This design comes from an exercise in tuning for small area on the open sky130 flow, not from production work.
The RTL was checked by simulation tests, not by an equivalence proof against the original design.
The clock input has no modelled driver; a real chip could not lean on it and would need a root buffer or a full tree.
Power and IR drop assume default switching activity.

[flow/run.sh]
#!/bin/bash
# Standard ORFS flow with three changes:
#  1. the combinational logic of the standard synthesis netlist is re-optimised with
#     ABC's &deepsyn (several seeds, the smallest result is kept); the registers stay
#     exactly as the standard synthesis made them;
#  2. ports are buffered with buf_1;
#  3. after CTS the clock tree is collapsed into one clkbuf_16 (flow/onebuf.tcl).
set -euo pipefail
W=$(pwd)
R=$W/orfs/results/$FLOW_PLATFORM/clock/base
LIB=$FLOW_HOME/platforms/$FLOW_PLATFORM/lib/sky130_fd_sc_hd__tt_025C_1v80.lib

bash standard.sh synth > $W/std_synth.log 2>&1
cp $R/1_2_yosys.v $W/std_netlist.v

reopt() {
  local s=$1
  printf 'strash\ndc2\n&get -n\n&deepsyn -T %s -S %s\n&put\ndch -f\namap\ntopo\n' "$DEEP_T" "$s" > $W/deep_$s.abc
  cat > $W/reopt_$s.ys <<EOF
read_liberty -ignore_miss_func $LIB
read_verilog $W/std_netlist.v
hierarchy -top $FLOW_TOP
setattr -mod -set keep_hierarchy 1 sky130_fd_sc_hd__df*
flatten
opt_clean -purge
abc -script $W/deep_$s.abc -liberty $LIB -dont_use *probe* -dont_use *lpflow* -dont_use *clkbuf* -dont_use *clkinv*
opt_clean -purge
hilomap -singleton -hicell sky130_fd_sc_hd__conb_1 HI -locell sky130_fd_sc_hd__conb_1 LO
select $FLOW_TOP
write_verilog -noattr -noexpr -selected $W/reopt_$s.v
EOF
  yosys -l $W/reopt_$s.log -q $W/reopt_$s.ys > /dev/null 2>&1 || true
  yosys -l $W/reopt_stat_$s.log -q -p "read_liberty -lib $LIB; read_verilog $W/reopt_$s.v; hierarchy -top $FLOW_TOP; tee -o $W/reopt_$s.stat stat -liberty $LIB" > /dev/null 2>&1 || true
}
DEEP_T=${DEEP_T:-60}
for s in 1 2 3 4; do reopt $s & done
wait
best=""; bestA=1e18
for s in 1 2 3 4; do
  [[ -s $W/reopt_$s.v && -s $W/reopt_$s.stat ]] || continue
  a=$(grep "Chip area for module" $W/reopt_$s.stat | tail -1 | awk '{print $NF}')
  [[ -n "$a" ]] || continue
  if python3 -c "import sys; sys.exit(0 if $a < $bestA else 1)"; then best=$s; bestA=$a; fi
done
echo "reopt areas:"; grep -H "Chip area for module" $W/reopt_*.stat || true
echo "best seed $best area $bestA"
if [[ -n "$best" ]]; then
  rm -f $R/1_synth.odb $R/1_synth.sdc
  cp $W/reopt_$best.v $R/1_2_yosys.v
fi

bash standard.sh BUFFER_PORTS_ARGS="-buffer_cell sky130_fd_sc_hd__buf_1" \
  CTS_ARGS="-sink_clustering_enable -repair_clock_nets -dont_use_dummy_load" \
  POST_CTS_TCL=$W/flow/onebuf.tcl ONEBUF_CELL=sky130_fd_sc_hd__clkbuf_16 \
  finish > $W/std_flow.log 2>&1
[flow/onebuf.tcl]
# Collapse the clock tree CTS built into its root buffer: every leaf buffer's sinks
# move to the root buffer's net, the leaf buffers go, and the root becomes one strong buffer.
set root_name clkbuf_0_clk
set root_pin [get_pins $root_name/X]
set rnet [get_nets -of_objects $root_pin]
foreach leaf [get_cells -quiet clkbuf_1_*] {
  set lname [get_full_name $leaf]
  set onet [get_nets -of_objects [get_pins $lname/X]]
  set inet [get_nets -of_objects [get_pins $lname/A]]
  foreach p [get_pins -of_objects $onet] {
    if {[get_full_name $p] ne "$lname/X"} {
      disconnect_pin $onet $p
      connect_pin $rnet $p
    }
  }
  disconnect_pin $inet [get_pins $lname/A]
  disconnect_pin $onet [get_pins $lname/X]
  delete_instance $leaf
  delete_net $onet
}
if {[info exists ::env(ONEBUF_CELL)]} { set cell $::env(ONEBUF_CELL) } else { set cell sky130_fd_sc_hd__clkbuf_16 }
replace_cell [get_cells $root_name] $cell
detailed_placement
check_placement -verbose
[standard.sh]
#!/bin/bash
# synth_recipe.tcl (not shown) runs the flow's synth.tcl, then flattens the netlist and writes it again
# the make line also repeats each setting of config.mk as NAME=value (left out here)
make -C /OpenROAD-flow-scripts/flow DESIGN_CONFIG=/design/flow/config.mk WORK_HOME=/design/flow/orfs CLKGATE_MAP_FILE= SYNTH_SCRIPT=/design/flow/synth_recipe.tcl "${@:-finish}"
[config.mk]
export PLATFORM = sky130hd
export DESIGN_NAME = clock
export DESIGN_NICKNAME = clock
export VERILOG_FILES = /design/flow/design.v
export SDC_FILE = /design/flow/constraint.sdc
export NUM_CORES = 4
export LEC_CHECK = 0
export ABC_AREA = 1
export CAP_MARGIN = 20
export CELL_PAD_IN_SITES_DETAIL_PLACEMENT = 1
export CORE_AREA = 2 2 66 66
export DIE_AREA = 0 0 68 68
export PLACE_DENSITY = 0.4
export SLEW_MARGIN = 20
[constraint.sdc]
create_clock -name core_clock -period 20.0 [get_ports {clk}]
set_input_delay 4.0000 -clock core_clock [delete_from_list [all_inputs] [get_ports {clk}]]
set_output_delay 4.0000 -clock core_clock [all_outputs]
set_load 0.01 [all_outputs]
[design.v]
module clock (
  input clk,
  input reset,
  input switch,
  output [6:0] led_a,
  output [6:0] led_b,
  output [6:0] led_c,
  output [6:0] led_d,
  output [6:0] led_e,
  output [6:0] led_f
);
reg [3:0] cyc;
wire [3:0] cyc_n, cyc_f;
wire cyc_last;
reg [3:0] s0;
wire [3:0] s0_n, s0_f;
wire s0_last;
reg [2:0] s1;
wire [2:0] s1_n, s1_f;
wire s1_last;
reg [3:0] m0;
wire [3:0] m0_n, m0_f;
wire m0_last;
reg [2:0] m1;
wire [2:0] m1_n, m1_f;
wire m1_last;
reg [4:0] hr;
wire [4:0] hr_n, hr_f;
wire hr_last;
wire en_s0 = cyc_last;
wire en_s1 = en_s0 & s0_last;
wire en_m0 = en_s1 & s1_last;
wire en_m1 = en_m0 & m0_last;
wire en_hr = en_m1 & m1_last;
assign cyc_n[0] = (~reset) | (cyc[1]);
assign cyc_n[1] = (~cyc[0] & ~cyc[3] & reset) | (~cyc[0] & ~cyc[1] & reset) | (cyc[2] & reset);
assign cyc_n[2] = (~cyc[0] & ~cyc[2] & cyc[3] & reset);
assign cyc_n[3] = (~reset) | (~cyc[3]) | (~cyc[0] & ~cyc[2]);
assign cyc_last = (cyc[0] & cyc[1] & ~cyc[3]);
assign s0_f[0] = (s0[1]) | (s0[2] & s0[3]);
assign s0_n[0] = reset & (en_s0 ? s0_f[0] : s0[0]);
assign s0_f[1] = (~s0[0] & ~s0[1]);
assign s0_n[1] = reset & (en_s0 ? s0_f[1] : s0[1]);
assign s0_f[2] = (~s0[0] & ~s0[3]) | (s0[1] & ~s0[2]) | (s0[0] & ~s0[2]);
assign s0_n[2] = ~reset | (en_s0 ? s0_f[2] : s0[2]);
assign s0_f[3] = (~s0[3]) | (~s0[0] & ~s0[2]) | (~s0[1] & s0[2]);
assign s0_n[3] = reset & (en_s0 ? s0_f[3] : s0[3]);
assign s0_last = (s0[0] & ~s0[1] & ~s0[2] & s0[3]);
assign led_a[0] = (~s0[0] & s0[1]) | (~s0[0] & ~s0[3]);
assign led_a[1] = (~s0[2] & ~s0[3]) | (~s0[0] & s0[1]) | (~s0[0] & s0[2] & s0[3]);
assign led_a[2] = (s0[0] & s0[2] & ~s0[3]) | (s0[0] & ~s0[2] & s0[3]) | (s0[1]) | (~s0[0] & s0[2] & s0[3]);
assign led_a[3] = (s0[1]);
assign led_a[4] = (~s0[2] & ~s0[3]);
assign led_a[5] = (~s0[0] & ~s0[1] & ~s0[2]) | (s0[0] & s0[2] & ~s0[3]);
assign led_a[6] = (s0[0] & s0[1]) | (s0[1] & s0[2]);
assign s1_f[0] = (~s1[2]) | (s1[0] & s1[1]);
assign s1_n[0] = reset & (en_s1 ? s1_f[0] : s1[0]);
assign s1_f[1] = (~s1[1]);
assign s1_n[1] = ~reset | (en_s1 ? s1_f[1] : s1[1]);
assign s1_f[2] = (s1[0]) | (s1[1] & s1[2]);
assign s1_n[2] = reset & (en_s1 ? s1_f[2] : s1[2]);
assign s1_last = (~s1[0] & ~s1[1]);
assign led_b[0] = (~s1[2]);
assign led_b[1] = (s1[0]);
assign led_b[2] = (~s1[1]) | (~s1[0] & s1[2]);
assign led_b[3] = (~s1[0] & s1[1] & s1[2]) | (~s1[1] & ~s1[2]);
assign led_b[4] = (s1[0] & s1[1]);
assign led_b[5] = (~s1[0] & ~s1[1]);
assign led_b[6] = (~s1[0] & s1[1] & s1[2]) | (~s1[1] & ~s1[2]);
assign m0_f[0] = (~m0[2] & ~m0[3]) | (~m0[1] & ~m0[3]);
assign m0_n[0] = reset & (en_m0 ? m0_f[0] : m0[0]);
assign m0_f[1] = (m0[0] & m0[2]) | (m0[1] & m0[2]) | (m0[1] & m0[3]);
assign m0_n[1] = ~reset | (en_m0 ? m0_f[1] : m0[1]);
assign m0_f[2] = (~m0[0] & m0[3]) | (m0[0] & ~m0[1]);
assign m0_n[2] = ~reset | (en_m0 ? m0_f[2] : m0[2]);
assign m0_f[3] = (m0[0] & m0[2]) | (~m0[2] & m0[3]) | (m0[1] & ~m0[2]);
assign m0_n[3] = reset & (en_m0 ? m0_f[3] : m0[3]);
assign m0_last = (m0[1] & m0[2] & ~m0[3]);
assign led_c[0] = (~m0[2] & m0[3]) | (m0[1] & ~m0[2]);
assign led_c[1] = (~m0[2] & m0[3]) | (~m0[0] & ~m0[1]);
assign led_c[2] = (m0[2] & ~m0[3]) | (~m0[2] & m0[3]) | (m0[0] & ~m0[1]);
assign led_c[3] = (~m0[2] & m0[3]) | (m0[0] & ~m0[2]);
assign led_c[4] = (~m0[1] & m0[2] & m0[3]);
assign led_c[5] = (m0[0] & m0[2]);
assign led_c[6] = (~m0[1] & ~m0[2]);
assign m1_f[0] = (~m1[2]) | (m1[0] & m1[1]);
assign m1_n[0] = reset & (en_m1 ? m1_f[0] : m1[0]);
assign m1_f[1] = (~m1[1]);
assign m1_n[1] = reset & (en_m1 ? m1_f[1] : m1[1]);
assign m1_f[2] = (m1[0]) | (m1[1] & m1[2]);
assign m1_n[2] = ~reset | (en_m1 ? m1_f[2] : m1[2]);
assign m1_last = (~m1[0] & ~m1[1]);
assign led_d[0] = (~m1[2]);
assign led_d[1] = (m1[0]);
assign led_d[2] = (~m1[1]) | (~m1[0] & m1[2]);
assign led_d[3] = (~m1[0] & m1[1] & m1[2]) | (~m1[1] & ~m1[2]);
assign led_d[4] = (m1[0] & m1[1]);
assign led_d[5] = (~m1[0] & ~m1[1]);
assign led_d[6] = (~m1[0] & m1[1] & m1[2]) | (~m1[1] & ~m1[2]);
assign hr_f[0] = (~hr[0]);
assign hr_n[0] = reset & (en_hr ? hr_f[0] : hr[0]);
assign hr_f[1] = (hr[0] & ~hr[1]) | (~hr[0] & hr[1]);
assign hr_n[1] = reset & (en_hr ? hr_f[1] : hr[1]);
assign hr_f[2] = (hr[0] & hr[1] & ~hr[2] & ~hr[3]) | (~hr[1] & hr[2]) | (~hr[0] & hr[2]);
assign hr_n[2] = reset & (en_hr ? hr_f[2] : hr[2]);
assign hr_f[3] = (hr[0] & hr[1] & hr[2]) | (~hr[1] & hr[3]) | (~hr[0] & hr[3]);
assign hr_n[3] = reset & (en_hr ? hr_f[3] : hr[3]);
assign hr_f[4] = (hr[0] & hr[1] & hr[3] & ~hr[4]) | (~hr[3] & hr[4]) | (~hr[1] & hr[4]) | (~hr[0] & hr[4]);
assign hr_n[4] = ~reset | (en_hr ? hr_f[4] : hr[4]);
assign hr_last = 1'b0;
assign led_e[0] = (~hr[1] & ~hr[2] & ~hr[3] & ~hr[4] & ~switch) | (hr[0] & hr[1] & hr[2] & ~hr[4]) | (hr[1] & hr[3] & ~hr[4]) | (hr[0] & ~hr[1] & ~hr[2] & ~hr[3] & switch) | (hr[0] & ~hr[1] & hr[2] & hr[4] & ~switch) | (hr[0] & hr[1] & hr[2] & switch) | (~hr[1] & hr[3] & hr[4] & ~switch) | (hr[1] & hr[3] & switch);
assign led_f[0] = (~hr[4]) | (~hr[3]) | (switch);
assign led_e[1] = (hr[1] & ~hr[2] & ~hr[3] & ~hr[4]) | (hr[0] & hr[1] & ~hr[4]) | (~hr[2] & ~hr[3] & switch) | (~hr[1] & ~hr[2] & ~hr[3] & hr[4]) | (hr[0] & ~hr[1] & hr[4] & ~switch) | (hr[0] & hr[1] & switch) | (hr[1] & hr[3] & hr[4] & ~switch) | (hr[0] & ~hr[2] & ~hr[3] & ~hr[4]);
assign led_f[1] = (hr[1] & hr[3]) | (~hr[0] & ~hr[1] & ~hr[2] & ~hr[3] & switch) | (hr[4] & ~switch);
assign led_e[2] = (hr[0]) | (hr[1] & ~hr[2] & ~hr[3] & hr[4] & ~switch) | (~hr[1] & hr[2] & ~hr[4]) | (~hr[1] & hr[2] & switch);
assign led_f[2] = (hr[1] & hr[3] & ~hr[4]) | (~hr[0] & ~hr[1] & ~hr[2] & ~hr[3] & switch) | (~hr[3] & hr[4] & ~switch) | (hr[1] & hr[3] & switch);
assign led_e[3] = (hr[0] & ~hr[1] & ~hr[2] & ~hr[3] & ~hr[4]) | (~hr[0] & ~hr[1] & hr[2] & ~hr[4]) | (hr[0] & hr[1] & hr[2] & ~hr[4]) | (hr[0] & hr[1] & hr[3] & ~hr[4]) | (hr[0] & ~hr[1] & ~hr[2] & ~hr[3] & switch) | (~hr[0] & hr[1] & ~hr[2] & ~hr[3] & hr[4] & ~switch) | (~hr[0] & ~hr[1] & hr[2] & switch) | (hr[0] & ~hr[1] & hr[3] & hr[4] & ~switch) | (hr[0] & hr[1] & hr[3] & switch) | (hr[0] & ~hr[1] & hr[2] & hr[4] & ~switch) | (hr[0] & hr[1] & hr[2] & switch);
assign led_f[3] = (hr[1] & hr[3] & ~hr[4]) | (~hr[0] & ~hr[1] & ~hr[2] & ~hr[3] & switch) | (~hr[3] & hr[4] & ~switch) | (hr[1] & hr[3] & switch);
assign led_e[4] = (~hr[0] & ~hr[2] & ~hr[3] & switch) | (~hr[0] & ~hr[1] & ~hr[2] & ~hr[3] & hr[4]) | (~hr[0] & hr[1] & ~hr[2] & ~hr[3] & ~hr[4]) | (~hr[0] & hr[1] & hr[3] & hr[4] & ~switch);
assign led_f[4] = (hr[3] & hr[4] & ~switch);
assign led_e[5] = (hr[0] & ~hr[1] & hr[2] & ~hr[4]) | (~hr[0] & hr[1] & hr[2] & ~hr[4]) | (hr[0] & hr[1] & ~hr[2] & ~hr[3] & hr[4] & ~switch) | (~hr[0] & ~hr[1] & hr[2] & hr[4] & ~switch) | (hr[0] & ~hr[1] & hr[2] & switch) | (~hr[0] & hr[1] & hr[2] & switch);
assign led_f[5] = 1'b0;
assign led_e[6] = (hr[0] & ~hr[1] & ~hr[2] & ~hr[3] & ~hr[4]) | (~hr[0] & ~hr[1] & hr[2] & ~hr[4]) | (hr[0] & hr[1] & hr[3] & ~hr[4]) | (hr[0] & ~hr[1] & ~hr[2] & ~hr[3] & switch) | (hr[0] & ~hr[1] & hr[3] & hr[4] & ~switch) | (~hr[0] & hr[1] & ~hr[2] & ~hr[3] & hr[4] & ~switch) | (hr[0] & hr[1] & hr[3] & switch) | (~hr[0] & ~hr[1] & hr[2] & switch);
assign led_f[6] = (hr[1] & hr[3] & ~hr[4]) | (~hr[0] & ~hr[1] & ~hr[2] & ~hr[3] & switch) | (~hr[3] & hr[4] & ~switch) | (hr[1] & hr[3] & switch);
always @(posedge clk) begin
  cyc <= cyc_n;
  s0 <= s0_n;
  s1 <= s1_n;
  m0 <= m0_n;
  m1 <= m1_n;
  hr <= hr_n;
end
endmodule
==> run notes, run 1 <==
The worst setup path is launched from an input pin. The largest single stage delay on the critical path is 0.31 ns. The placed standard-cell area was 1340 um2; the critical-path maximum fanout was 3. The post-route cell area is 1360 um2, and the fraction of the cycle the final worst path needs is 49.4%. VDD sags by at most 0.0000334 V. The number of max-slew violations in the final report is 0, and the routed via count divided by cell count is 4.86. The diode insertion count for antenna repair was 0. The core region is 3970 um2.

The worst-margin pin slew was 0.654 ns. The logs give 2480 um for the estimated wirelength of the detail-placed design and 24 for the pin count of the biggest net entering global routing. The number of buffers and inverters on the critical path is 3. The floorplan has 23 rows. Clock latency on the worst-skew pair, taken at its later pin, is 0.16 ns.

The die area was 4620 um2; the share of layout cells above drive strength 1 was 0.500%. In this run the cell area of the synthesized design comes to 1110 um2. At the end of routability-driven placement, the weighted congestion stood at 0.765. The startpoint identified for the worst hold timing path is cyc[3]. The signal on the critical path passes through buf_1, nor2b_1, inv_1, nor2_1, nor2_1, o21ai_0, o21a_1, o21ai_0, o32ai_1, o21a_1, or2_0, nor2_1, buf_1. The routed design has 3160 um of wire.

Counting every instance in the synthesized netlist gives 156. The via count of the first global-routing pass was 1152; the post-layout minimum cycle time was 9.89 ns. The die is 68 um wide. The length in cells of the worst reg-to-reg path is 13. Fill cells in the final layout number 545. The post-route DRC violation count was 0. The run finished with no timing, DRC or antenna violations.

The most numerous cell type found on the critical path is sky130_fd_sc_hd__nor2_1. After routing, the total negative slack on setup checks comes to 0 ns. The type of the most critical hold path is reg -> reg.

For this run, the post-layout net count is 205. The number of nets handed over by synthesis was 159. In this design, the largest share of critical-path delay is due to compound AO/OA/AOI/OAI gates.

The worst setup path is of the in -> out kind. The number of top-level pins was 45. Among all stages on the critical path, the largest delay is contributed by sky130_fd_sc_hd__o32ai_1. Setup violations remaining at the end of the flow were counted as 0. The run gives 6 as the number of search-and-repair iterations in the first detailed-routing pass. Dividing total power by cell area gives a power density of 54.6 nW/um2. A synthesized cell averages 7.15 um2. The number of cells traversed by the worst hold path is 1, and the count of endpoints failing hold in the final timing report is 0.

The run gives 16.00 ns as the critical path required time. For the Yosys warning count, the log shows 1. Setup repair after global routing left no endpoint under its margin.

Global routing consumed, over all layers together, 16.5% of the routing resources. From bottom edge to top edge, the die measures 68 um. In the final routed layout, each cell accounts on average for 12.7 um. Worst slack after detailed placement: 10.11 ns.

Headroom to the max-slew limit came out at 56.0%. The clock transition at the registers of the reported paths came out at 0.09 ns. The detailed router finished its first iteration with 60 violations. In this run the static leakage power is 0.534 nW.

Once the floorplan was initialized, standard cells occupied 28.1% of the core. The critical path starts at switch. The initial antenna violation count was 0. The final hold slack was 0.443 ns. For the clock net sink count, the log shows 23.

The top achievable clock speed came out at 101 MHz. After global routing the overflow that remains totals 0. Buffers placed on the I/O ports in this run total 43.

The layout overhead on the synthesized area was 22.3%; the total power was 0.0745 mW. The path length in cells of the critical path is 13. Wire length of the first global-routing pass: 5100 um. The post-route antenna net violation count was 0. Across all layers, the routed design uses 1214 vias. The setup slack of the critical path after layout was 10.11 ns. The setup clock skew after layout was 0.00267 ns; the count of maximum capacitance violations was 0. The startpoint identified for the worst register-to-register timing path is s0[0]. STA classifies the critical path endpoint as a primary output. Data arrives at the worst endpoint at 5.89 ns.
## cell type report
type | count | area, um2 | share of cell area [%]
timing repair buffer | 43 | 161 | 11.8
tap | 50 | 62.6 | 4.59
inverter | 29 | 109 | 7.98
multi-input combinational | 104 | 546 | 40.0
clock buffer | 1 | 25.0 | 1.83
sequential | 23 | 460 | 33.8
## state kept, by name, indices dropped and copies added, names as in the netlist
name	count
hr	5
s1	3
s0	4
m1	3
m0	4
cyc	4
## cell usage in the layout (no fill, tap or decap)
master                       n
sky130_fd_sc_hd__o31ai_1     1
sky130_fd_sc_hd__o22a_1      1
sky130_fd_sc_hd__nand3_1     1
sky130_fd_sc_hd__a22oi_1     2
sky130_fd_sc_hd__inv_1      29
sky130_fd_sc_hd__nand2_1    11
sky130_fd_sc_hd__dfxtp_1    23
sky130_fd_sc_hd__nor2b_1     2
sky130_fd_sc_hd__o22ai_1     7
sky130_fd_sc_hd__o32ai_1     1
sky130_fd_sc_hd__a221o_1     1
sky130_fd_sc_hd__o211ai_1    3
sky130_fd_sc_hd__a221oi_1    1
sky130_fd_sc_hd__a21oi_1    10
sky130_fd_sc_hd__clkbuf_16   1
sky130_fd_sc_hd__or2_0       2
sky130_fd_sc_hd__or3_1       1
sky130_fd_sc_hd__nor3_1      4
sky130_fd_sc_hd__o221ai_1    1
sky130_fd_sc_hd__a32o_1      1
sky130_fd_sc_hd__o21a_1      6
sky130_fd_sc_hd__o21ai_0    13
sky130_fd_sc_hd__buf_1      43
sky130_fd_sc_hd__a211oi_1    2
sky130_fd_sc_hd__conb_1      1
sky130_fd_sc_hd__nor2_1     30
sky130_fd_sc_hd__nor4_1      2
## where the power goes
group          internal, mW  switching (mW)
sequential           0.0466        0.000789
combinational       0.00174         0.00386
clock               0.00919          0.0123
total                0.0576          0.0169
## final timing paths
check | to | slack, ns
worst max register to register | hr[4] | 16.85
worst min register to register | cyc[3] | 0.44
worst min-delay path | cyc[3] | 0.44
worst max-delay path | led_e[5] | 10.11
## worst register-to-register path, stage by stage (launching register included)
cell and delay, ns:
sky130_fd_sc_hd__dfxtp_1 0.42, sky130_fd_sc_hd__inv_1 0.10, sky130_fd_sc_hd__a21oi_1 0.20, sky130_fd_sc_hd__nor2_1 0.10, sky130_fd_sc_hd__nor4_1 0.51, sky130_fd_sc_hd__nand2_1 0.34
sky130_fd_sc_hd__nor2_1 0.21, sky130_fd_sc_hd__inv_1 0.08, sky130_fd_sc_hd__nor2_1 0.18, sky130_fd_sc_hd__nand2_1 0.10, sky130_fd_sc_hd__nor2_1 0.18, sky130_fd_sc_hd__nand2_1 0.14
sky130_fd_sc_hd__o21a_1 0.18, sky130_fd_sc_hd__or3_1 0.30
## per-stage QoR
stage / cells / util (%)
floorplan: 156 / -
global placement: 249 / 33.7
detailed placement: 249 / 33.7
global route: 250 / 34.3
finish: 250 / 34.3
## metal layers
| layer | routed length (um) | track usage [%] |
|---|---|---|
| met2 | 1720 | 31.4 |
| met5 | 0 | 0 |
| met1 | 1300 | 20.0 |
| met3 | 126 | 1.97 |
| met4 | 14 | 2.25 |
==> run 2: changes to the inputs <==
--- a/flow/run.sh
+++ b/flow/run.sh
@@ -23,7 +23,7 @@
 setattr -mod -set keep_hierarchy 1 sky130_fd_sc_hd__df*
 flatten
 opt_clean -purge
-abc -script $W/deep_$s.abc -liberty $LIB -dont_use *probe* -dont_use *lpflow* -dont_use *clkbuf* -dont_use *clkinv*
+abc -script $W/deep_$s.abc -liberty $LIB -dont_use *probe* -dont_use *lpflow* -dont_use *clkbuf* -dont_use *clkinv* -dont_use *_0
 opt_clean -purge
 hilomap -singleton -hicell sky130_fd_sc_hd__conb_1 HI -locell sky130_fd_sc_hd__conb_1 LO
 select $FLOW_TOP
==> run 2 against run 1 <==
  * Still clean
  * Wire length is 0.85% lower
  * Clock power hardly changed
  * Clock-buffer cell count stayed put
  * Sequential share of layout area stayed put
  * Die area stayed put
  * Worst setup slack worse by 0.029 ns
  * Global-route usage is 0.33 points lower
  * Fmax is 0.29% lower
  * Hold slack worse by 0.0012 ns
  * Synthesized area stayed put
  * Critical path type unchanged
  * Largest cell class unchanged
==> run notes, run 2 <==
The arrival time of the worst setup path was 5.92 ns (was 5.89 ns); the net switching power was 0.0169 mW (about the same). For the clock net sink count, the log shows 23 (unchanged). The run gives 1 (unchanged) as the Yosys warning count. The aggregate routed wire length is 3140 um (was 3160 um).

The worst relative slew slack was 60.3% (was 56.0%); the starting utilization of the core area was 28.1% (unchanged). The category of the most critical setup path is in -> out (unchanged). The routed via count divided by cell count is 4.99 (was 4.86), and the number of max-slew violations in the final report is 0 (unchanged). The clock insertion delay at the later pin of the skew report is 0.15 ns (was 0.16 ns), and the total track usage is 16.1% (was 16.5%).

The top achievable clock speed came out at 101 MHz (about the same). The tools report the final estimated routing congestion in global placement as 0.825 (was 0.765). The tools report the sort of element at the end of the critical path as a primary output (unchanged). The count of endpoints failing hold in the final timing report was 0 (unchanged). Most frequent cells in the layout: 43 x sky130_fd_sc_hd__buf_1, 30 x sky130_fd_sc_hd__nor2_1, 29 x sky130_fd_sc_hd__inv_1 (unchanged). Register with the most flip-flops: hr (unchanged). The largest vdd supply drop was 0.0000312 V (was 0.0000334 V). The flip-flop count of the largest register after layout works out to 5 (unchanged). The startpoint class of the critical path was an input pin (unchanged). The clock transition at the registers of the reported paths is 0.09 ns (about the same). Worst-margin pin slew: 0.590 ns (was 0.654 ns). The power per cell area is 54.7 nW/um2 (was 54.6 nW/um2), and the number of search-and-repair iterations in the first detailed-routing pass is 5 (was 6).

For the number of vias after detailed routing, the log shows 1247 (was 1214). The initial antenna violation count was 0 (unchanged); the switching part of the total was 22.7% (about the same). The layout net count came out at 205 (unchanged). The share of layout cells above drive strength 1 is 0.500% (unchanged), and the proportion of power drawn by combinational gates is 7.9% (was 7.5%). The wire length of the first global-routing pass is 5080 um (was 5100 um), and the total overflow reported by the global router is 0 (unchanged). The average instance area after synthesis works out to 7.15 um2 (unchanged). Setup repair after global routing left no endpoint under its margin. The run gives 28.6% (was 28.8%) as the relative contribution of the clock network to total power.

For the final-layout setup total negative slack, the log shows 0 ns (unchanged). The cell total after placement came out at 249 (unchanged). The type of the most critical hold path was reg -> reg (unchanged). The fraction of the cycle the final worst path needs came out at 49.6% (was 49.4%). The average wire per cell in the routed design is 12.5 um (was 12.7 um).

Pin count of the biggest net entering global routing: 24 (unchanged). The count of maximum capacitance violations is 0 (unchanged), and the vertical die dimension is 68 um (unchanged). The layout overhead on the synthesized area was 22.3% (unchanged); the count of buffers inserted at the top-level ports was 43 (unchanged). The run finished with no timing, DRC or antenna violations. The critical path required time was 16.00 ns (about the same). The run gives 1360 um2 (unchanged) as the post-route cell area. The logs give 159 (unchanged) for the post-synthesis net count and 45 (unchanged) for the number of top-level pins.

The run gives 1110 um2 (unchanged) as the post-synthesis instance area. The run gives 0.0576 mW (about the same) as the cell-internal power. The tools report the estimated wirelength of the detail-placed design as 2490 um (was 2480 um). The sequential share of power is 63.6% (was 63.7%). The run gives 156 (unchanged) as the number of instances in the synthesized netlist. The most common library cell in the layout ignoring fill and taps is sky130_fd_sc_hd__buf_1 (unchanged). The tools report the detailed router's first-iteration violation count as 84 (was 60). For the diode insertion count for antenna repair, the log shows 0 (unchanged). The post-route antenna net violation count is 0 (unchanged), and the number of setup violations in the final report is 0 (unchanged).

The static leakage is 0.538 nW (was 0.534 nW), and the critical-path maximum fanout is 3 (unchanged). Core box area: 3970 um2 (unchanged). The non-filler instance count after layout was 250 (unchanged).

The run gives 1151 (was 1152) as the via count of the first global-routing pass. The die width is 68 um (unchanged), and the die area is 4620 um2 (unchanged). The final design utilization is 34.3% (unchanged), and the placed standard-cell area is 1340 um2 (unchanged).

The total power is 0.0745 mW (about the same), and the post-layout minimum cycle time is 9.92 ns (was 9.89 ns). The post-route DRC violation count was 0 (unchanged). The placement row count was 23 (unchanged); the setup clock skew after layout was 0.00282 ns (was 0.00267 ns).
run 2: cell types whose count changed in the layout (fill, tap and decap cells not counted):
cell	change
sky130_fd_sc_hd__or2_0	-2
sky130_fd_sc_hd__o21ai_1	+13
sky130_fd_sc_hd__o21ai_0	-13
sky130_fd_sc_hd__or2_1	+2
run 2: metrics by stage:
step,setup WS (ns),hold slack (ns)
floorplan,10.46,0.398
detailed placement,10.09,0.422
finish,10.08,0.442
global placement,10.33,0.416
global route,9.84,0.466
run 2: final cells by class:
| type | instances | area [um2] |
|---|---|---|
| Tap cell | 50 | 62.6 |
| Timing Repair Buffer | 43 | 161 |
| Clock buffer | 1 | 25.0 |
| Inverter | 29 | 109 |
| Multi-Input combinational cell | 104 | 546 |
| Sequential cell | 23 | 460 |
| Fill cell | 519 | 2610 |
run 2: path summary, 6_finish.rpt:
kind              startpoint       end  slack [ns]  cells after the start
setup reg to reg       s0[2]     hr[4]       16.91                     13
setup / recovery      switch  led_e[5]       10.08                     13
hold / removal        cyc[3]    cyc[3]        0.44                      1
hold reg to reg       cyc[3]    cyc[3]        0.44                      1
run 2: metal layers:
metal / vias up / track usage (%) / wire (um)
met5: - / 0 / 0
met4: 0 / 2.25 / 21
met3: 2 / 1.97 / 216
met2: 48 / 29.4 / 1600
met1: 581 / 20.7 / 1300
li1: 616 / - / -
run 2: power groups by stage:
stage / combinational [mW] / clock, mW / sequential [mW]
final: 0.00586 / 0.0213 / 0.0474
after detailed placement: 0.00597 / 0 / 0.0484
after global placement: 0.00572 / 0 / 0.0484
after floorplan: 0.00377 / 0 / 0.0483
after global routing: 0.00662 / 0.0244 / 0.0476
run 2: critical path, cell delays in order:
cell	delay, ns
sky130_fd_sc_hd__buf_1	0.09
sky130_fd_sc_hd__nor2b_1	0.21
sky130_fd_sc_hd__inv_1	0.10
sky130_fd_sc_hd__nor2_1	0.20
sky130_fd_sc_hd__nor2_1	0.12
sky130_fd_sc_hd__o21ai_1	0.13
sky130_fd_sc_hd__o21a_1	0.18
sky130_fd_sc_hd__o21ai_1	0.09
sky130_fd_sc_hd__o32ai_1	0.33
sky130_fd_sc_hd__o21a_1	0.18
sky130_fd_sc_hd__or2_1	0.12
sky130_fd_sc_hd__nor2_1	0.05
sky130_fd_sc_hd__buf_1	0.13
==> run 3: changes to the inputs <==
--- a/flow/run.sh
+++ b/flow/run.sh
@@ -1,7 +1,7 @@
 #!/bin/bash
 # Standard ORFS flow with three changes:
-#  1. the combinational logic of the standard synthesis netlist is re-optimised with
-#     ABC's &deepsyn (several seeds, the smallest result is kept); the registers stay
+#  1. the combinational logic of the standard synthesis netlist is collapsed and
+#     re-optimised with ABC's &deepsyn (8 seeds, the smallest result is kept); the registers stay
 #     exactly as the standard synthesis made them;
 #  2. ports are buffered with buf_1;
 #  3. after CTS the clock tree is collapsed into one clkbuf_16 (flow/onebuf.tcl).
@@ -15,7 +15,7 @@
 
 reopt() {
   local s=$1
-  printf 'strash\ndc2\n&get -n\n&deepsyn -T %s -S %s\n&put\ndch -f\namap\ntopo\n' "$DEEP_T" "$s" > $W/deep_$s.abc
+  printf 'strash\ncollapse\nsop\nstrash\ndc2\n&get -n\n&deepsyn -T %s -S %s\n&put\ndch -f\namap\ntopo\n' "$DEEP_T" "$s" > $W/deep_$s.abc
   cat > $W/reopt_$s.ys <<EOF
 read_liberty -ignore_miss_func $LIB
 read_verilog $W/std_netlist.v
@@ -32,11 +32,13 @@
   yosys -l $W/reopt_$s.log -q $W/reopt_$s.ys > /dev/null 2>&1 || true
   yosys -l $W/reopt_stat_$s.log -q -p "read_liberty -lib $LIB; read_verilog $W/reopt_$s.v; hierarchy -top $FLOW_TOP; tee -o $W/reopt_$s.stat stat -liberty $LIB" > /dev/null 2>&1 || true
 }
-DEEP_T=${DEEP_T:-60}
+DEEP_T=${DEEP_T:-30}
 for s in 1 2 3 4; do reopt $s & done
 wait
+for s in 13 29 47 71; do reopt $s & done
+wait
 best=""; bestA=1e18
-for s in 1 2 3 4; do
+for s in 1 2 3 4 13 29 47 71; do
   [[ -s $W/reopt_$s.v && -s $W/reopt_$s.stat ]] || continue
   a=$(grep "Chip area for module" $W/reopt_$s.stat | tail -1 | awk '{print $NF}')
   [[ -n "$a" ]] || continue
==> run 3 against run 2 <==
  * Clock-buffer cell count unchanged
  * Largest cell class unchanged
  * First-iteration DRC count down 30%
  * Hold slack better by 0.011 ns
  * Fmax up 0.37%
  * Die area unchanged
  * Final cell count down 1.2%
  * Clock skew up 0.0023 ns
  * Critical path depth unchanged
  * Worst setup slack better by 0.036 ns
  * Sequential cell count unchanged
==> run notes, run 3 <==
The average instance area after synthesis was 7.21 um2 (was 7.15 um2). The setup clock skew after layout was 0.00508 ns (was 0.00282 ns). The tools report the startpoint class of the critical path as an input pin (unchanged).

The vertical die dimension came out at 68 um (unchanged). The category of the most critical setup path was in -> out (unchanged). The run gives 0 (unchanged) as the diode insertion count for antenna repair. Post-synthesis instance area: 1100 um2 (was 1110 um2). The logs give 1350 um2 (was 1360 um2) for the post-route cell area and 0.16 ns (was 0.15 ns) for the clock insertion delay at the later pin of the skew report. The logs give 23 (unchanged) for the placement row count and 10.12 ns (was 10.08 ns) for the setup slack of the critical path after layout.

The placed standard-cell area was 1330 um2 (was 1340 um2). The estimated wirelength of the detail-placed design was 2590 um (was 2490 um); the count of buffers inserted at the top-level ports was 43 (unchanged). The run gives 539 (was 519) as the number of fill cells in the layout. Post-route DRC violation count: 0 (unchanged).

Setup repair after global routing left no endpoint under its margin. Share of layout cells above drive strength 1: 1.02% (was 0.500%). The run gives 3290 um (was 3140 um) as the aggregate routed wire length.

The run gives 59 (was 84) as the detailed router's first-iteration violation count. The run gives 0 (unchanged) as the number of max-slew violations in the final report. The tools report the final hold slack as 0.453 ns (was 0.442 ns). The power per cell area was 55.1 nW/um2 (was 54.7 nW/um2); the number of instances in the synthesized netlist was 152 (was 156).

The run finished with no timing, DRC or antenna violations. The routed via count divided by cell count is 5.02 (was 4.99), and the die width is 68 um (unchanged). The run gives 1241 (was 1247) as the number of vias after detailed routing.

The number of top-level pins came out at 45 (unchanged). The top achievable clock speed was 101 MHz (about the same); the worst slack after detailed placement was 10.17 ns (was 10.09 ns). The type of the most critical hold path was reg -> reg (unchanged).

The total power was 0.0746 mW (was 0.0745 mW). The tools report the final estimated routing congestion in global placement as 0.759 (was 0.825). Most frequent cells in the layout: 43 x sky130_fd_sc_hd__buf_1, 27 x sky130_fd_sc_hd__inv_1, 26 x sky130_fd_sc_hd__nor2_1 (was 43 x sky130_fd_sc_hd__buf_1, 30 x sky130_fd_sc_hd__nor2_1, 29 x sky130_fd_sc_hd__inv_1).

The logs give 4620 um2 (unchanged) for the die area and 16.00 ns (about the same) for the critical path required time. The clock transition at the registers of the reported paths was 0.09 ns (about the same); the core box area was 3970 um2 (unchanged). Via count of the first global-routing pass: 1188 (was 1151).

The flip-flop count of the largest register after layout was 5 (unchanged). The slack of the worst reg-to-reg path is 16.94 ns (was 16.91 ns), and the average wire per cell in the routed design is 13.3 um (was 12.5 um). The critical-path maximum fanout is 3 (unchanged), and the total track usage is 17.0% (was 16.1%).

For the starting utilization of the core area, the log shows 27.6% (was 28.1%). The layout net count is 202 (was 205). The wire length of the first global-routing pass is 5210 um (was 5080 um).

Arrival time of the worst setup path: 5.88 ns (was 5.92 ns). The tools report the sort of element at the end of the critical path as a primary output (unchanged). The largest vdd supply drop came out at 0.0000270 V (was 0.0000312 V).

The logs give 1 (unchanged) for the Yosys warning count and 0 (unchanged) for the total overflow reported by the global router. The most common library cell in the layout ignoring fill and taps was sky130_fd_sc_hd__buf_1 (unchanged). The register with the most flip-flops was hr (unchanged).

The final-layout setup total negative slack came out at 0 ns (unchanged). Worst-margin pin slew: 0.501 ns (was 0.590 ns). Count of endpoints failing hold in the final timing report: 0 (unchanged).

The post-route antenna net violation count is 0 (unchanged), and the post-layout minimum cycle time is 9.88 ns (was 9.92 ns). Storage element area: 460 um2 (unchanged). The count of maximum capacitance violations is 0 (unchanged). The worst relative slew slack is 66.6% (was 60.3%). The initial antenna violation count is 0 (unchanged), and the static leakage is 0.521 nW (was 0.538 nW). The number of search-and-repair iterations in the first detailed-routing pass is 5 (unchanged). For the multi-input gate area in the final layout, the log shows 534 um2 (was 546 um2). The pin count of the biggest net entering global routing is 24 (unchanged).

Post-synthesis net count: 155 (was 159). The layout overhead on the synthesized area is 23.4% (was 22.3%), and the fraction of the cycle the final worst path needs is 49.4% (was 49.6%). The clock net sink count was 23 (unchanged); the number of setup violations in the final report was 0 (unchanged).
==> run 3: per-stage QoR <==
stage          std cells  util, %
2_1_floorplan        152        -
3_3_place_gp         246     33.4
3_5_place_dp         246     33.4
5_1_grt              247     34.1
6_report             247     34.1
==> run 3: path summary, 6_finish.rpt <==
path	from	endpoint	cells past startpoint
worst min-delay path	cyc[3]	cyc[3]	1
worst min register to register	cyc[3]	cyc[3]	1
worst max-delay path	switch	led_e[6]	13
worst max register to register	s0[0]	hr[4]	13
==> run 3: cell type report <==
| type | instances | share of cell area, % |
|---|---|---|
| multi-input cells | 102 | 39.5 |
| flip-flops and latches | 23 | 34.0 |
| repair buffers | 44 | 12.5 |
| inverters | 27 | 7.49 |
| well taps | 50 | 4.63 |
| clock buffers | 1 | 1.85 |
==> run 3: per-layer routing <==
metal	global-route usage [%]	part of all wire, %	wire (um)	vias up
li1	-	-	-	618
met1	18.6	41	1360	565
met2	34.1	51	1670	52
met3	2.30	6.5	213	6
met4	3.75	1.6	53	0
met5	0	0	0	-
==> run 3: report_power, final <==
| group | switching [mW] | internal (mW) |
|---|---|---|
| Combinational | 0.00392 | 0.00184 |
| Sequential | 0.000887 | 0.0466 |
| Clock | 0.0121 | 0.00918 |
==> run 3: critical path, cell delays in order <==
cell and delay, ns:
sky130_fd_sc_hd__buf_1 0.09, sky130_fd_sc_hd__nor2_1 0.22, sky130_fd_sc_hd__inv_1 0.09, sky130_fd_sc_hd__nor2_1 0.17, sky130_fd_sc_hd__nor2_1 0.10, sky130_fd_sc_hd__o21ai_1 0.23, sky130_fd_sc_hd__a21oi_1 0.14, sky130_fd_sc_hd__nor3_1 0.26
sky130_fd_sc_hd__a22oi_1 0.14, sky130_fd_sc_hd__inv_1 0.10, sky130_fd_sc_hd__o21ai_1 0.08, sky130_fd_sc_hd__nor2_1 0.10, sky130_fd_sc_hd__buf_1 0.16
==> run 4: changes to the inputs <==
--- a/design.v
+++ b/design.v
@@ -37,66 +37,66 @@
 assign cyc_n[2] = (~cyc[0] & ~cyc[2] & cyc[3] & reset);
 assign cyc_n[3] = (~reset) | (~cyc[3]) | (~cyc[0] & ~cyc[2]);
 assign cyc_last = (cyc[0] & cyc[1] & ~cyc[3]);
-assign s0_f[0] = (s0[1]) | (s0[2] & s0[3]);
-assign s0_n[0] = reset & (en_s0 ? s0_f[0] : s0[0]);
-assign s0_f[1] = (~s0[0] & ~s0[1]);
+assign s0_f[0] = (s0[2] & ~s0[3]) | (s0[0] & s0[1] & s0[3]) | (~s0[0] & s0[2]);
+assign s0_n[0] = ~reset | (en_s0 ? s0_f[0] : s0[0]);
+assign s0_f[1] = (~s0[0] & s0[3]) | (s0[0] & s0[1] & ~s0[3]) | (s0[2] & s0[3]) | (~s0[0] & s0[2]);
 assign s0_n[1] = reset & (en_s0 ? s0_f[1] : s0[1]);
-assign s0_f[2] = (~s0[0] & ~s0[3]) | (s0[1] & ~s0[2]) | (s0[0] & ~s0[2]);
+assign s0_f[2] = (~s0[0] & ~s0[3]) | (~s0[1]) | (s0[0] & ~s0[2] & s0[3]);
 assign s0_n[2] = ~reset | (en_s0 ? s0_f[2] : s0[2]);
-assign s0_f[3] = (~s0[3]) | (~s0[0] & ~s0[2]) | (~s0[1] & s0[2]);
+assign s0_f[3] = (~s0[3]);
 assign s0_n[3] = reset & (en_s0 ? s0_f[3] : s0[3]);
-assign s0_last = (s0[0] & ~s0[1] & ~s0[2] & s0[3]);
-assign led_a[0] = (~s0[0] & s0[1]) | (~s0[0] & ~s0[3]);
-assign led_a[1] = (~s0[2] & ~s0[3]) | (~s0[0] & s0[1]) | (~s0[0] & s0[2] & s0[3]);
-assign led_a[2] = (s0[0] & s0[2] & ~s0[3]) | (s0[0] & ~s0[2] & s0[3]) | (s0[1]) | (~s0[0] & s0[2] & s0[3]);
-assign led_a[3] = (s0[1]);
-assign led_a[4] = (~s0[2] & ~s0[3]);
-assign led_a[5] = (~s0[0] & ~s0[1] & ~s0[2]) | (s0[0] & s0[2] & ~s0[3]);
-assign led_a[6] = (s0[0] & s0[1]) | (s0[1] & s0[2]);
-assign s1_f[0] = (~s1[2]) | (s1[0] & s1[1]);
-assign s1_n[0] = reset & (en_s1 ? s1_f[0] : s1[0]);
-assign s1_f[1] = (~s1[1]);
+assign s0_last = (s0[0] & ~s0[2] & s0[3]);
+assign led_a[0] = (~s0[1]);
+assign led_a[1] = (~s0[0] & s0[2]) | (s0[2] & s0[3]);
+assign led_a[2] = (s0[0] & ~s0[2]) | (s0[3]);
+assign led_a[3] = (s0[0] & ~s0[2] & ~s0[3]) | (~s0[1] & s0[3]);
+assign led_a[4] = (~s0[0] & s0[1] & s0[2]);
+assign led_a[5] = (~s0[0] & ~s0[2]);
+assign led_a[6] = (s0[0] & ~s0[2] & ~s0[3]) | (s0[0] & ~s0[1] & s0[3]);
+assign s1_f[0] = (~s1[0]);
+assign s1_n[0] = ~reset | (en_s1 ? s1_f[0] : s1[0]);
+assign s1_f[1] = (~s1[0] & s1[2]) | (s1[1] & s1[2]);
 assign s1_n[1] = ~reset | (en_s1 ? s1_f[1] : s1[1]);
-assign s1_f[2] = (s1[0]) | (s1[1] & s1[2]);
-assign s1_n[2] = reset & (en_s1 ? s1_f[2] : s1[2]);
-assign s1_last = (~s1[0] & ~s1[1]);
-assign led_b[0] = (~s1[2]);
-assign led_b[1] = (s1[0]);
-assign led_b[2] = (~s1[1]) | (~s1[0] & s1[2]);
-assign led_b[3] = (~s1[0] & s1[1] & s1[2]) | (~s1[1] & ~s1[2]);
-assign led_b[4] = (s1[0] & s1[1]);
-assign led_b[5] = (~s1[0] & ~s1[1]);
-assign led_b[6] = (~s1[0] & s1[1] & s1[2]) | (~s1[1] & ~s1[2]);
-assign m0_f[0] = (~m0[2] & ~m0[3]) | (~m0[1] & ~m0[3]);
+assign s1_f[2] = (~s1[0] & ~s1[1]) | (~s1[1] & s1[2]);
+assign s1_n[2] = ~reset | (en_s1 ? s1_f[2] : s1[2]);
+assign s1_last = (~s1[0] & s1[2]);
+assign led_b[0] = (s1[1]);
+assign led_b[1] = (~s1[2]);
+assign led_b[2] = (~s1[0]) | (~s1[1] & s1[2]);
+assign led_b[3] = (s1[0] & ~s1[1] & s1[2]) | (~s1[0] & s1[1]);
+assign led_b[4] = (s1[0] & ~s1[2]);
+assign led_b[5] = (~s1[0] & s1[2]);
+assign led_b[6] = (s1[0] & ~s1[1] & s1[2]) | (~s1[0] & s1[1]);
+assign m0_f[0] = (m0[0] & ~m0[3]) | (~m0[1] & ~m0[3]);
 assign m0_n[0] = reset & (en_m0 ? m0_f[0] : m0[0]);
-assign m0_f[1] = (m0[0] & m0[2]) | (m0[1] & m0[2]) | (m0[1] & m0[3]);
+assign m0_f[1] = (m0[1] & ~m0[2]) | (~m0[0] & ~m0[1]);
 assign m0_n[1] = ~reset | (en_m0 ? m0_f[1] : m0[1]);
-assign m0_f[2] = (~m0[0] & m0[3]) | (m0[0] & ~m0[1]);
-assign m0_n[2] = ~reset | (en_m0 ? m0_f[2] : m0[2]);
-assign m0_f[3] = (m0[0] & m0[2]) | (~m0[2] & m0[3]) | (m0[1] & ~m0[2]);
-assign m0_n[3] = reset & (en_m0 ? m0_f[3] : m0[3]);
-assign m0_last = (m0[1] & m0[2] & ~m0[3]);
-assign led_c[0] = (~m0[2] & m0[3]) | (m0[1] & ~m0[2]);
-assign led_c[1] = (~m0[2] & m0[3]) | (~m0[0] & ~m0[1]);
-assign led_c[2] = (m0[2] & ~m0[3]) | (~m0[2] & m0[3]) | (m0[0] & ~m0[1]);
-assign led_c[3] = (~m0[2] & m0[3]) | (m0[0] & ~m0[2]);
-assign led_c[4] = (~m0[1] & m0[2] & m0[3]);
-assign led_c[5] = (m0[0] & m0[2]);
-assign led_c[6] = (~m0[1] & ~m0[2]);
-assign m1_f[0] = (~m1[2]) | (m1[0] & m1[1]);
-assign m1_n[0] = reset & (en_m1 ? m1_f[0] : m1[0]);
-assign m1_f[1] = (~m1[1]);
+assign m0_f[2] = (m0[0] & m0[1]) | (~m0[2] & m0[3]) | (m0[1] & m0[3]);
+assign m0_n[2] = reset & (en_m0 ? m0_f[2] : m0[2]);
+assign m0_f[3] = (~m0[1] & ~m0[2]) | (~m0[0] & ~m0[2]);
+assign m0_n[3] = ~reset | (en_m0 ? m0_f[3] : m0[3]);
+assign m0_last = (~m0[0] & ~m0[2] & m0[3]);
+assign led_c[0] = (~m0[0] & m0[2]);
+assign led_c[1] = (m0[0] & m0[1]) | (~m0[0] & ~m0[1]);
+assign led_c[2] = (~m0[1] & ~m0[3]) | (m0[1] & ~m0[2] & m0[3]) | (~m0[1] & m0[2]) | (m0[2] & ~m0[3]);
+assign led_c[3] = (~m0[1] & m0[2]);
+assign led_c[4] = (m0[0] & m0[1] & ~m0[2]);
+assign led_c[5] = (~m0[1] & ~m0[2]);
+assign led_c[6] = (~m0[1] & m0[2] & ~m0[3]);
+assign m1_f[0] = (m1[2]);
+assign m1_n[0] = ~reset | (en_m1 ? m1_f[0] : m1[0]);
+assign m1_f[1] = (~m1[0]);
 assign m1_n[1] = reset & (en_m1 ? m1_f[1] : m1[1]);
-assign m1_f[2] = (m1[0]) | (m1[1] & m1[2]);
-assign m1_n[2] = ~reset | (en_m1 ? m1_f[2] : m1[2]);
-assign m1_last = (~m1[0] & ~m1[1]);
-assign led_d[0] = (~m1[2]);
-assign led_d[1] = (m1[0]);
-assign led_d[2] = (~m1[1]) | (~m1[0] & m1[2]);
-assign led_d[3] = (~m1[0] & m1[1] & m1[2]) | (~m1[1] & ~m1[2]);
-assign led_d[4] = (m1[0] & m1[1]);
-assign led_d[5] = (~m1[0] & ~m1[1]);
-assign led_d[6] = (~m1[0] & m1[1] & m1[2]) | (~m1[1] & ~m1[2]);
+assign m1_f[2] = (m1[1]);
+assign m1_n[2] = reset & (en_m1 ? m1_f[2] : m1[2]);
+assign m1_last = (m1[0] & ~m1[2]);
+assign led_d[0] = (~m1[0] & ~m1[2]);
+assign led_d[1] = (m1[1]);
+assign led_d[2] = (m1[0]) | (m1[1] & ~m1[2]);
+assign led_d[3] = (m1[1] & ~m1[2]) | (~m1[1] & m1[2]);
+assign led_d[4] = (~m1[0] & m1[2]);
+assign led_d[5] = (m1[0] & ~m1[2]);
+assign led_d[6] = (m1[1] & ~m1[2]) | (~m1[1] & m1[2]);
 assign hr_f[0] = (~hr[0]);
 assign hr_n[0] = reset & (en_hr ? hr_f[0] : hr[0]);
 assign hr_f[1] = (hr[0] & ~hr[1]) | (~hr[0] & hr[1]);
--- a/flow/run.sh
+++ b/flow/run.sh
@@ -4,7 +4,7 @@
 #     re-optimised with ABC's &deepsyn (8 seeds, the smallest result is kept); the registers stay
 #     exactly as the standard synthesis made them;
 #  2. ports are buffered with buf_1;
-#  3. after CTS the clock tree is collapsed into one clkbuf_16 (flow/onebuf.tcl).
+#  3. after CTS the clock tree is collapsed into one buf_12 (flow/onebuf.tcl).
 set -euo pipefail
 W=$(pwd)
 R=$W/orfs/results/$FLOW_PLATFORM/clock/base
@@ -53,5 +53,5 @@
 
 bash standard.sh BUFFER_PORTS_ARGS="-buffer_cell sky130_fd_sc_hd__buf_1" \
   CTS_ARGS="-sink_clustering_enable -repair_clock_nets -dont_use_dummy_load" \
-  POST_CTS_TCL=$W/flow/onebuf.tcl ONEBUF_CELL=sky130_fd_sc_hd__clkbuf_16 \
+  POST_CTS_TCL=$W/flow/onebuf.tcl ONEBUF_CELL=sky130_fd_sc_hd__buf_12 \
   finish > $W/std_flow.log 2>&1
==> run 4 against run 3 <==
  * Final cell count stayed put
  * Global-route usage is 1.6 points lower
  * Sequential power hardly changed
  * Wire length is 8.8% lower
  * Clock power is 7% lower
  * Critical path depth stayed put
  * Fmax is 1.2% higher
  * Core utilization is 0.69 points lower
  * Still clean on timing, DRC and antenna
  * Via count is 1.7% lower
  * Highest routed layer unchanged
  * Total power is 2.7% lower
  * Sequential share of layout area is 0.71 points higher
  * Cell area is 2.0% lower
==> run notes, run 4 <==
The flow ran to the end and the layout has no timing, DRC or antenna violations. The arrival time of the worst setup path came out at 5.77 ns (was 5.88 ns). The most common library cell in the layout ignoring fill and taps was sky130_fd_sc_hd__buf_1 (unchanged). The layout overhead on the synthesized area is 22.6% (was 23.4%), and the initial antenna violation count is 0 (unchanged).

The run gives 0 (unchanged) as the post-route DRC violation count. The core box area is 3970 um2 (unchanged), and the pin count of the biggest net entering global routing is 24 (unchanged). The final estimated routing congestion in global placement is 0.801 (was 0.759).

The routed via count divided by cell count was 4.94 (was 5.02). Cell class contributing the biggest share of worst-path delay: simple AND/OR/NAND/NOR gates (unchanged). The average wire per cell in the routed design was 12.2 um (was 13.3 um); the clock insertion delay at the later pin of the skew report was 0.13 ns (was 0.16 ns).

The register with the most flip-flops is hr (unchanged). The die width was 68 um (unchanged); the final hold slack was 0.450 ns (was 0.453 ns). The post-layout minimum cycle time works out to 9.77 ns (was 9.88 ns). The static leakage is 0.577 nW (was 0.521 nW), and the non-filler instance count after layout is 247 (unchanged). Count of buffer and inverter cells on the critical path: 4 (unchanged).

Sort of element at the end of the critical path: a primary output (unchanged). Worst relative slew slack: 66.2% (was 66.6%). The starting utilization of the core area is 27.2% (was 27.6%), and the fraction of the cycle the final worst path needs is 48.8% (was 49.4%). The wire length of the first global-routing pass was 4860 um (was 5210 um); the flip-flop count of the largest register after layout was 5 (unchanged). The logs give 15.4% (was 17.0%) for the total track usage and 25 (was 59) for the detailed router's first-iteration violation count. The run gives 0 (unchanged) as the count of maximum capacitance violations. The run gives 0 (unchanged) as the diode insertion count for antenna repair. The Yosys warning count was 1 (unchanged); the critical path required time was 16.00 ns (about the same). The vertical die dimension came out at 68 um (unchanged). Critical-path maximum fanout: 3 (unchanged). The cell with the largest stage delay on the worst path is sky130_fd_sc_hd__nor2b_1 (was sky130_fd_sc_hd__nor3_1).

Final-layout setup total negative slack: 0 ns (unchanged). The placement row count was 23 (unchanged). Type of the most critical hold path: reg -> reg (unchanged). The category of the most critical setup path is in -> out (unchanged).

Cells along the critical path: buf_1, nor2_1, inv_1, nor2b_1, nor2_1, o21ai_1, a21oi_1, nor3_1, a22oi_1, inv_1, o21ai_1, a31oi_1, buf_1 (was buf_1, nor2_1, inv_1, nor2_1, nor2_1, o21ai_1, a21oi_1, nor3_1, a22oi_1, inv_1, o21ai_1, nor2_1, buf_1). The layout net count came out at 202 (unchanged). Via count of the first global-routing pass: 1062 (was 1188).

Setup repair after global routing left no endpoint under its margin. The number of vias after detailed routing came out at 1220 (was 1241). The worst-margin pin slew works out to 0.504 ns (was 0.501 ns). The aggregate routed wire length came out at 3000 um (was 3290 um). The share of layout cells above drive strength 1 is 0.508% (was 1.02%). For the number of search-and-repair iterations in the first detailed-routing pass, the log shows 4 (was 5).

The tools report the die area as 4620 um2 (unchanged). The count of buffers inserted at the top-level ports came out at 43 (unchanged). The number of top-level pins is 45 (unchanged), and the average instance area after synthesis is 7.07 um2 (was 7.21 um2). The logs give 102 MHz (was 101 MHz) for the top achievable clock speed and 0 (unchanged) for the number of setup violations in the final report. Most frequent cells in the layout: 43 x sky130_fd_sc_hd__buf_1, 32 x sky130_fd_sc_hd__nor2_1, 28 x sky130_fd_sc_hd__inv_1 (was 43 x sky130_fd_sc_hd__buf_1, 27 x sky130_fd_sc_hd__inv_1, 26 x sky130_fd_sc_hd__nor2_1). Clock transition at the registers of the reported paths: 0.09 ns (about the same). The power per cell area was 54.8 nW/um2 (was 55.1 nW/um2).

The tools report the startpoint class of the critical path as an input pin (unchanged). Stage delay of the slowest cell on the critical path: 0.21 ns (was 0.26 ns). The setup clock skew after layout is 0.00290 ns (was 0.00508 ns). The logs give 23 (unchanged) for the clock net sink count and 246 (unchanged) for the cell total after placement. The number of instances in the synthesized netlist came out at 153 (was 152). The post-synthesis instance area came out at 1080 um2 (was 1100 um2). The estimated wirelength of the detail-placed design is 2430 um (was 2590 um), and the largest vdd supply drop is 0.0000241 V (was 0.0000270 V).

Post-synthesis net count: 156 (was 155). The count of endpoints failing hold in the final timing report was 0 (unchanged); the total overflow reported by the global router was 0 (unchanged). The post-route antenna net violation count is 0 (unchanged), and the number of max-slew violations in the final report is 0 (unchanged).
run 4: final timing paths:
| check | from | end | slack [ns] | depth (start not counted) |
|---|---|---|---|---|
| worst min-delay path | cyc[3] | cyc[3] | 0.45 | 1 |
| worst max register to register | cyc[3] | hr[2] | 17.22 | 13 |
| worst min register to register | cyc[3] | cyc[3] | 0.45 | 1 |
| worst max-delay path | switch | led_e[6] | 10.23 | 13 |
run 4: layer usage:
| layer | vias to the layer above | global-route usage, % | share of wire (%) |
|---|---|---|---|
| met3 | 2 | 1.48 | 4.6 |
| li1 | 608 | - | - |
| met1 | 582 | 20.1 | 43 |
| met2 | 28 | 27.5 | 51 |
| met4 | 0 | 3.00 | 0.87 |
| met5 | - | 0 | 0 |
run 4: area by class of cell:
type / instances / area (um2)
clock buffer: 1 / 20.0
tap: 50 / 62.6
sequential: 23 / 460
fill: 533 / 2650
timing repair buffer: 43 / 161
inverter: 28 / 105
multi-input combinational: 102 / 515
run 4: where the power goes:
group,internal [mW],switching (mW),leakage (nW)
Combinational,0.00171,0.00372,0.381
Sequential,0.0466,0.000701,0.187
Clock,0.00815,0.0116,0.00940
Total,0.0565,0.0161,0.577
run 4: through the flow:
step                area [um2]  total power, mW  util [%]  setup WS [ns]
global placement          1310           0.0536      32.9          10.42
floorplan                 1080           0.0518         -          10.37
global route              1330           0.0766      33.4           9.99
detailed placement        1310           0.0539      32.9          10.23
finish                    1330           0.0726      33.4          10.23
==> run 5: changes to the inputs <==
--- a/flow/run.sh
+++ b/flow/run.sh
@@ -1,8 +1,8 @@
 #!/bin/bash
 # Standard ORFS flow with three changes:
 #  1. the combinational logic of the standard synthesis netlist is collapsed and
-#     re-optimised with ABC's &deepsyn (8 seeds, the smallest result is kept); the registers stay
-#     exactly as the standard synthesis made them;
+#     re-optimised with ABC's &deepsyn (16 seeds, the smallest result is kept); the registers
+#     stay exactly as the standard synthesis made them (names and cells);
 #  2. ports are buffered with buf_1;
 #  3. after CTS the clock tree is collapsed into one buf_12 (flow/onebuf.tcl).
 set -euo pipefail
@@ -32,13 +32,16 @@
   yosys -l $W/reopt_$s.log -q $W/reopt_$s.ys > /dev/null 2>&1 || true
   yosys -l $W/reopt_stat_$s.log -q -p "read_liberty -lib $LIB; read_verilog $W/reopt_$s.v; hierarchy -top $FLOW_TOP; tee -o $W/reopt_$s.stat stat -liberty $LIB" > /dev/null 2>&1 || true
 }
-DEEP_T=${DEEP_T:-30}
-for s in 1 2 3 4; do reopt $s & done
-wait
-for s in 13 29 47 71; do reopt $s & done
-wait
+DEEP_T=${DEEP_T:-20}
+SEEDS="0 1 2 3 4 5 6 7 8 9 10 11 12 13 14 15"
+set -- $SEEDS
+while (( $# )); do
+  for s in "${@:1:4}"; do reopt $s & done
+  wait
+  shift $(( $# < 4 ? $# : 4 ))
+done
 best=""; bestA=1e18
-for s in 1 2 3 4 13 29 47 71; do
+for s in $SEEDS; do
   [[ -s $W/reopt_$s.v && -s $W/reopt_$s.stat ]] || continue
   a=$(grep "Chip area for module" $W/reopt_$s.stat | tail -1 | awk '{print $NF}')
   [[ -n "$a" ]] || continue
==> run 5 against run 4 <==
  * Hold slack lost 0.010 ns
  * Core utilization shrank 0.063 points
  * Fmax fell by 0.16%
  * Via count fell by 0.66%
  * Highest routed layer unchanged
  * Clock power is 2% lower
  * Sequential cell count unchanged
  * Global-route usage is essentially flat
  * Sequential share of layout area is 0.066 points higher
  * Total power decreased by 0.25%
  * Combinational power is 3.7% higher
  * Final cell count fell by 0.40%
  * Wire length is 2.9% higher
==> run notes, run 5 <==
The flow ran to the end and the layout has no timing, DRC or antenna violations. The tools report the placement row count as 23 (unchanged). Final hold slack: 0.440 ns (was 0.450 ns). The tools report the final-layout setup total negative slack as 0 ns (unchanged). Post-synthesis instance area: 1080 um2 (about the same). The proportion of power drawn by combinational gates is 7.8% (was 7.5%), and the average instance area after synthesis is 7.10 um2 (was 7.07 um2). The logs give 1212 (was 1220) for the number of vias after detailed routing and 26.7% (was 27.3%) for the relative contribution of the clock network to total power.

The run gives 5.78 ns (was 5.77 ns) as the arrival time of the worst setup path. The cell total after placement is 245 (was 246). The switching part of the total works out to 21.9% (was 22.1%). The cell-internal power was 0.0565 mW (about the same).

Sort of element at the end of the critical path: a primary output (unchanged). Layout overhead on the synthesized area: 22.6% (about the same). The core box area was 3970 um2 (unchanged); the critical-path maximum fanout was 3 (unchanged).

The initial antenna violation count is 0 (unchanged), and the critical path required time is 16.00 ns (about the same). The routed via count divided by cell count was 4.93 (was 4.94). The worst-margin pin slew was 0.510 ns (was 0.504 ns). The most common library cell in the layout ignoring fill and taps is sky130_fd_sc_hd__buf_1 (unchanged).

The largest vdd supply drop came out at 0.0000302 V (was 0.0000241 V). The startpoint class of the critical path was an input pin (unchanged). The tools report the wire length of the first global-routing pass as 5020 um (was 4860 um). Register with the most flip-flops: hr (unchanged). The estimated wirelength of the detail-placed design is 2480 um (was 2430 um). The count of buffers inserted at the top-level ports came out at 43 (unchanged). The logs give 0 (unchanged) for the count of endpoints failing hold in the final timing report and 102 MHz (about the same) for the top achievable clock speed. The pin count of the biggest net entering global routing was 24 (unchanged); the layout net count was 201 (was 202). The clock net sink count was 23 (unchanged); the number of setup violations in the final report was 0 (unchanged). The run gives 0.0724 mW (was 0.0726 mW) as the total power.

Worst relative slew slack: 65.7% (was 66.2%). The die area came out at 4620 um2 (unchanged). The die width is 68 um (unchanged). The category of the most critical setup path was in -> out (unchanged). The tools report the count of maximum capacitance violations as 0 (unchanged). The logs give 33.3% (was 33.4%) for the final design utilization and 0 (unchanged) for the post-route DRC violation count.

The multi-input gate area in the final layout was 513 um2 (was 515 um2). The type of the most critical hold path was reg -> reg (unchanged). The logs give 0 (unchanged) for the total overflow reported by the global router and 0.798 (was 0.801) for the final estimated routing congestion in global placement.

The detailed router's first-iteration violation count is 55 (was 25), and the via count of the first global-routing pass is 1117 (was 1062). The flip-flop count of the largest register after layout was 5 (unchanged). The number of max-slew violations in the final report is 0 (unchanged). The clock insertion delay at the later pin of the skew report was 0.13 ns (about the same). Power per cell area: 54.7 nW/um2 (was 54.8 nW/um2). The tools report the number of search-and-repair iterations in the first detailed-routing pass as 4 (unchanged).

The fraction of the cycle the final worst path needs works out to 48.9% (was 48.8%). Most frequent cells in the layout: 43 x sky130_fd_sc_hd__buf_1, 33 x sky130_fd_sc_hd__nor2_1, 28 x sky130_fd_sc_hd__inv_1 (was 43 x sky130_fd_sc_hd__buf_1, 32 x sky130_fd_sc_hd__nor2_1, 28 x sky130_fd_sc_hd__inv_1). The logs give 15.4% (about the same) for the total track usage and 1 (unchanged) for the Yosys warning count.

The post-synthesis net count is 155 (was 156). The number of instances in the synthesized netlist is 152 (was 153). The logs give 45 (unchanged) for the number of top-level pins and 246 (was 247) for the non-filler instance count after layout. The number of fill cells in the layout is 528 (was 533). The clock transition at the registers of the reported paths was 0.09 ns (about the same).

The post-layout minimum cycle time was 9.78 ns (was 9.77 ns). For the net switching power, the log shows 0.0159 mW (was 0.0161 mW). The setup clock skew after layout is 0.00271 ns (was 0.00290 ns). Setup repair after global routing left no endpoint under its margin. The run gives 65.5% (was 65.2%) as the sequential share of power. The tools report the static leakage as 0.572 nW (was 0.577 nW). The diode insertion count for antenna repair was 0 (unchanged).

The average wire per cell in the routed design is 12.6 um (was 12.2 um), and the storage element area is 460 um2 (unchanged). The vertical die dimension came out at 68 um (unchanged). The post-route antenna net violation count was 0 (unchanged); the aggregate routed wire length was 3090 um (was 3000 um).

The share of layout cells above drive strength 1 is 0.510% (was 0.508%), and the starting utilization of the core area is 27.2% (about the same).
==> run 5: path summary, 6_finish.rpt <==
path,from,endpoint,slack [ns],cells past startpoint
worst max-delay path,switch,led_e[6],10.22,13
worst min-delay path,cyc[3],cyc[3],0.44,1
worst max register to register,cyc[3],hr[2],17.20,13
worst min register to register,cyc[3],cyc[3],0.44,1
==> run 5: per-stage QoR <==
step,area [um2],setup slack (ns)
after floorplan,1080,10.42
after global placement,1300,10.46
after detailed placement,1300,10.20
after global routing,1320,9.89
final,1320,10.22
==> run 5: layer usage <==
metal / wire [um] / GRT usage [%] / vias to the layer above
met1: 1380 / 19.0 / 574
met2: 1540 / 29.0 / 33
met3: 155 / 1.97 / 2
met5: 0 / 0 / -
li1: - / - / 603
met4: 17 / 2.25 / 0
==> run 5: power by group through the flow <==
stage,Combinational [mW],Sequential [mW],Clock (mW)
2_1_floorplan,0.00367,0.0482,0
3_3_place_gp,0.00531,0.0484,0
3_5_place_dp,0.00565,0.0484,0
5_1_grt,0.00646,0.0475,0.0217
6_report,0.00563,0.0474,0.0194
==> run 5: cell type report <==
cell class | instances | area share [%]
Clock buffer | 1 | 1.51
Inverter | 28 | 7.95
Tap cell | 50 | 4.73
Multi-Input combinational cell | 101 | 38.8
Sequential cell | 23 | 34.8
Timing Repair Buffer | 43 | 12.2
==> run 5: critical path, stage by stage <==
cell	delay, ns
sky130_fd_sc_hd__buf_1	0.09
sky130_fd_sc_hd__nor2_1	0.18
sky130_fd_sc_hd__inv_1	0.09
sky130_fd_sc_hd__nor2b_1	0.21
sky130_fd_sc_hd__nor2_1	0.12
sky130_fd_sc_hd__o21ai_1	0.19
sky130_fd_sc_hd__a21oi_1	0.11
sky130_fd_sc_hd__nor3_1	0.23
sky130_fd_sc_hd__a22oi_1	0.15
sky130_fd_sc_hd__inv_1	0.09
sky130_fd_sc_hd__o21ai_1	0.07
sky130_fd_sc_hd__nor2_1	0.11
sky130_fd_sc_hd__buf_1	0.15

## re-timing with driven ports
No port has a modelled driver above. Below, the same layouts with a new extraction and two added sets of constraints. Step 1 sets driving cells, clkbuf_16 on the clock port and buf_2 on the other inputs (assumed; they add their load-dependent delay and slew). Step 2 also shifts input and output timing later by t, the mid clock arrival at the registers, as if the neighbouring blocks saw the same clock. Slacks: ideal / step 1 / step 2; pairs: ideal / step 1.
| run | shift t [ns] | slack for setup (ns) | worst hold slack (ns) | worst setup path after step 2 | latest minus earliest clock arrival (ns) |
|---|---|---|---|---|---|
| run 1 | 0.184 | 10.111 / 10.088 / 10.088 | 0.443 / 0.443 / 0.443 | input to output | 0.003 / 0.003 |
| run 2 | 0.184 | 10.082 / 10.062 / 10.062 | 0.442 / 0.442 / 0.442 | input to output | 0.003 / 0.003 |
| run 3 | 0.182 | 10.118 / 10.098 / 10.098 | 0.453 / 0.453 / 0.453 | input to output | 0.005 / 0.005 |
| run 4 | 0.159 | 10.234 / 10.211 / 10.211 | 0.450 / 0.450 / 0.450 | input to output | 0.003 / 0.002 |
| run 5 | 0.158 | 10.219 / 10.195 / 10.195 | 0.440 / 0.440 / 0.440 | input to output | 0.003 / 0.003 |
After both steps setup and hold are still met in every run listed. The setup slack of run 5, which loses most, moves by -0.024 ns with the drivers and by -0.024 ns with both steps.
